This is an optimization exercise on Yosys and OpenROAD, whose aim is small area and a short achievable clock period, not a production implementation. In this exercise RTL edits were held to simulation tests only and were not proved equivalent to the original. Power is estimated from default activity; no workload was simulated.

run 1:
// int_controller
module int_controller(FrameIn, SyncVB, SelBlank, WE0, WE1, Buf0Empty, Buf1Empty,
		WData, CSDisplay, VBOut, AILOut, AIPOut, clock, reset);
export LEC_CHECK = 0
export CAP_MARGIN = 35
export CORE_MARGIN = 2
export CORE_UTILIZATION = 40
export CTS_CLUSTER_DIAMETER = 60
export CTS_CLUSTER_SIZE = 25
export SLEW_MARGIN = 35
create_clock -name core_clock -period 9.0 [get_ports {clock}]
standard.sh (not shown) runs the stock make flow with config.mk's settings and CLKGATE_MAP_FILE= SYNTH_SCRIPT=/design/flow/synth_recipe.tcl, a recipe that flattens the netlist after the stock synthesis.
==> flow/flow/run.sh <==
#!/bin/bash
set -euo pipefail
bash standard.sh SETUP_SLACK_MARGIN=5.6 finish > layout.log 2>&1
Inputs modified between run 1 and run 2:
==> flow/flow/run.sh <==
#!/bin/bash
set -euo pipefail
bash standard.sh SETUP_SLACK_MARGIN=6.0 finish > layout.log 2>&1
==> notes.md <==
Wire length of the first global-routing pass grows slightly when moving from run 1 to run 2. Between run 2 and run 1, the final instance area is lower for run 1. Proportion of cell area occupied by registers ended up 0.92 points lower on run 2 than on run 1. Latest clock arrival within the worst-skew pair ends up lower on run 1. Re global-route total usage across every layer: run 2 is 0.22 points up on run 1. Power: run 2 draws more than run 1. Sort run 2 and run 1 by largest net degree at the start of global routing desc -> top: run 1. Max length of routed met3 wiring across run 2 and run 1: run 2.
> inputs changed (run 2 -> run 3)
# run 2
export LEC_CHECK = 0
export CAP_MARGIN = 35
export CORE_MARGIN = 2
export CORE_UTILIZATION = 40
export CTS_CLUSTER_DIAMETER = 60
export CTS_CLUSTER_SIZE = 25
export SLEW_MARGIN = 35
create_clock -name core_clock -period 9.0 [get_ports {clock}]
# run 3
export LEC_CHECK = 0
export CAP_MARGIN = 35
export CORE_MARGIN = 2
export CORE_UTILIZATION = 40
export CTS_CLUSTER_DIAMETER = 60
export CTS_CLUSTER_SIZE = 25
export PLACE_DENSITY = 0.75
export SLEW_MARGIN = 35
create_clock -name core_clock -period 9.0 [get_ports {clock}]
[summary]
- Final wirelength: run 3 vs run 2 down about 6%
- Going from run 2 to run 3, the maximum frequency was found to have gone down by 0.0085 GHz.
- The met3 routing resource usage after global routing in run 3 was higher than what run 2 gave.
- Run 3: done, clean on timing, DRC and antenna
- Run 2 finished end to end and its layout was clean on timing, DRC and antenna.
Setup changes, run 3 to run 4
# run 3
export LEC_CHECK = 0
export CAP_MARGIN = 35
export CORE_MARGIN = 2
export CORE_UTILIZATION = 40
export CTS_CLUSTER_DIAMETER = 60
export CTS_CLUSTER_SIZE = 25
export PLACE_DENSITY = 0.75
export SLEW_MARGIN = 35
create_clock -name core_clock -period 9.0 [get_ports {clock}]
# run 4
export LEC_CHECK = 0
export CAP_MARGIN = 35
export CORE_MARGIN = 2
export CORE_UTILIZATION = 40
export CTS_CLUSTER_DIAMETER = 90
export CTS_CLUSTER_SIZE = 25
export PLACE_DENSITY = 0.75
export SLEW_MARGIN = 35
create_clock -name core_clock -period 9.0 [get_ports {clock}]
==> flow/flow/run.sh <==
#!/bin/bash
set -euo pipefail
bash standard.sh SETUP_SLACK_MARGIN=5.8 finish > layout.log 2>&1
## What came out
- Summary of run 3 and run 4: one run falls short of a clean finish, namely run 4.
- Layout checks on run 4: not met. Flow itself completed; violations: antenna rules.
- Area taken by flip-flops and latches essentially unchanged between run 4 and run 3.
- From run 3 to run 4, pin count of the biggest net entering global routing did not move at all.
- Run 3 → run 4: utilization of the core after routing moved down; maximum single-stage delay on the critical path moved down; hold slack level; count of instances resized after the clock tree is built moved down.

int_controller again, from the RTL that the note above started with.
## int_controller
module int_controller(FrameIn, SyncVB, SelBlank, WE0, WE1, Buf0Empty, Buf1Empty,
		WData, CSDisplay, VBOut, AILOut, AIPOut, clock, reset);
==> flow/config.mk <==
export PLATFORM = sky130hd
export DESIGN_NAME = int_controller
export DESIGN_NICKNAME = int_controller
export VERILOG_FILES = /design/flow/design.v
export SDC_FILE = /design/flow/constraint.sdc
export NUM_CORES = 8
export LEC_CHECK = 0
export CAP_MARGIN = 35
export CORE_MARGIN = 2
export CORE_UTILIZATION = 40
export CTS_CLUSTER_DIAMETER = 60
export CTS_CLUSTER_SIZE = 25
export SLEW_MARGIN = 35
==> flow/constraint.sdc <==
create_clock -name core_clock -period 9.0 [get_ports {clock}]
set_input_delay 1.8000 -clock core_clock [delete_from_list [all_inputs] [get_ports {clock}]]
set_output_delay 1.8000 -clock core_clock [all_outputs]
set_load 0.01 [all_outputs]
==> flow/flow/run.sh <==
#!/bin/bash
set -euo pipefail
bash standard.sh SETUP_SLACK_MARGIN=6.3 'BUFFER_PORTS_ARGS=-buffer_cell sky130_fd_sc_hd__buf_4' finish > layout.log 2>&1
Then changed:
==> flow/flow/run.sh (replaced) <==
#!/bin/bash
set -euo pipefail
bash standard.sh SETUP_SLACK_MARGIN=6.6 'BUFFER_PORTS_ARGS=-buffer_cell sky130_fd_sc_hd__buf_4' finish > layout.log 2>&1
After rerunning: Worst hold slack got worse by 0.018 ns. Clock skew increases by 0.028 ns. Clock-buffer cell count came out higher by 8. Routed wire length rises by 2.1%. Via count grows by 1.4%. Critical path depth falls by 1. Setup slack gets worse by 0.025 ns. Synthesized area does not change. Utilization increases by 1.1 points. Total power increases by 4.9%.
Then changed:
==> flow/flow/run.sh (replaced) <==
#!/bin/bash
set -euo pipefail
bash standard.sh SETUP_SLACK_MARGIN=5.6 finish > layout.log 2>&1
--- a/flow/config.mk
+++ b/flow/config.mk
@@ -9,5 +9,3 @@
 export CORE_MARGIN = 2
 export CORE_UTILIZATION = 40
-export CTS_CLUSTER_DIAMETER = 60
-export CTS_CLUSTER_SIZE = 25
 export SLEW_MARGIN = 35
After rerunning:
- sequential power is about the same
- sequential cell count is unchanged
- area after synthesis is unchanged
- cell count shrinks by a few percent
- critical path depth grows by 9
- utilization came out lower by 3.3 points
- clock power grows by about a fifth
- clock skew climbs by 0.0092 ns
- setup slack degrades by 0.035 ns
- non-clock buffer count went down by 812
Then changed:
==> flow/flow/run.sh (replaced) <==
#!/bin/bash
set -euo pipefail
R=orfs/results/sky130hd/int_controller/base
bash standard.sh SETUP_SLACK_MARGIN=6.0 place > layout_place.log 2>&1
cp $R/3_place.odb $R/3_place_unmoved.odb
IN_ODB=$R/3_place_unmoved.odb OUT_ODB=$R/3_place.odb openroad -exit flow/move_out_flops.tcl > move.log 2>&1
bash standard.sh SETUP_SLACK_MARGIN=6.0 finish > layout_finish.log 2>&1
==> flow/flow/move_out_flops.tcl (new file) <==
# Move each flip-flop that drives only an output port's buffer next to
# that buffer, then legalize. Reads and writes the odb named by env.
read_db $::env(IN_ODB)
set block [ord::get_db_block]
set moved 0
foreach bt [$block getBTerms] {
  if {[$bt getIoType] ne "OUTPUT"} continue
  set net [$bt getNet]
  set buf ""
  foreach it [$net getITerms] { if {[$it isOutputSignal]} { set buf [$it getInst] } }
  if {$buf eq ""} continue
  set in ""
  foreach it [$buf getITerms] { if {[$it isInputSignal]} { set in [$it getNet] } }
  if {$in eq ""} continue
  set drv ""; set nload 0
  foreach it [$in getITerms] { if {[$it isOutputSignal]} { set drv [$it getInst] } else { incr nload } }
  if {$drv eq "" || $nload > 2} continue
  if {![string match "*df*" [[$drv getMaster] getName]]} continue
  set loc [$buf getLocation]
  $drv setLocation [lindex $loc 0] [lindex $loc 1]
  incr moved
  puts "moved [$drv getName] to buffer [$buf getName] of [$bt getName]"
}
puts "MOVED $moved"
detailed_placement
check_placement
write_db $::env(OUT_ODB)
--- a/flow/config.mk
+++ b/flow/config.mk
@@ -9,3 +9,5 @@
 export CORE_MARGIN = 2
 export CORE_UTILIZATION = 40
+export CTS_CLUSTER_DIAMETER = 60
+export CTS_CLUSTER_SIZE = 25
 export SLEW_MARGIN = 35
=>
- core utilization grows by 0.13 points
- die area stays the same
- via count grows by 1.2%

what the ideal ports hide:
Ports are ideal in the flow. The routed layouts listed here were re-timed in OpenROAD.
Step 1 sets driving cells, clkbuf_16 on the clock port and buf_2 on the other inputs (assumed; they add their load-dependent delay and slew).
Step 2 times the ports against the registers' clock, not the clock port: input delays grow and output delays shrink by t, the midpoint of the rising clock arrivals with the driver on.
Slacks: ideal ports / drivers / drivers and shift; pairs: ideal ports / drivers.
run	shift t [ns]	setup WS [ns]	cell pins on the clock port's net
run 1	1.083	5.478 / 5.369 / 4.696	1
run 2	1.119	5.636 / 5.501 / 4.989	1
run 3	1.113	5.537 / 5.431 / 4.909	1
run 4	1.124	5.520 / 5.397 / 4.763	1
the first run of note 2	1.090	5.576 / 5.464 / 4.943	1
the second run of note 2	1.126	5.550 / 5.436 / 5.088	1
the third run of note 2	1.143	5.515 / 5.413 / 4.573	1
the fourth run of note 2	1.133	5.554 / 5.416 / 4.654	1
The setup slack of the third run of note 2, which loses most, moves by -0.102 ns with the drivers and by -0.942 ns with both steps.
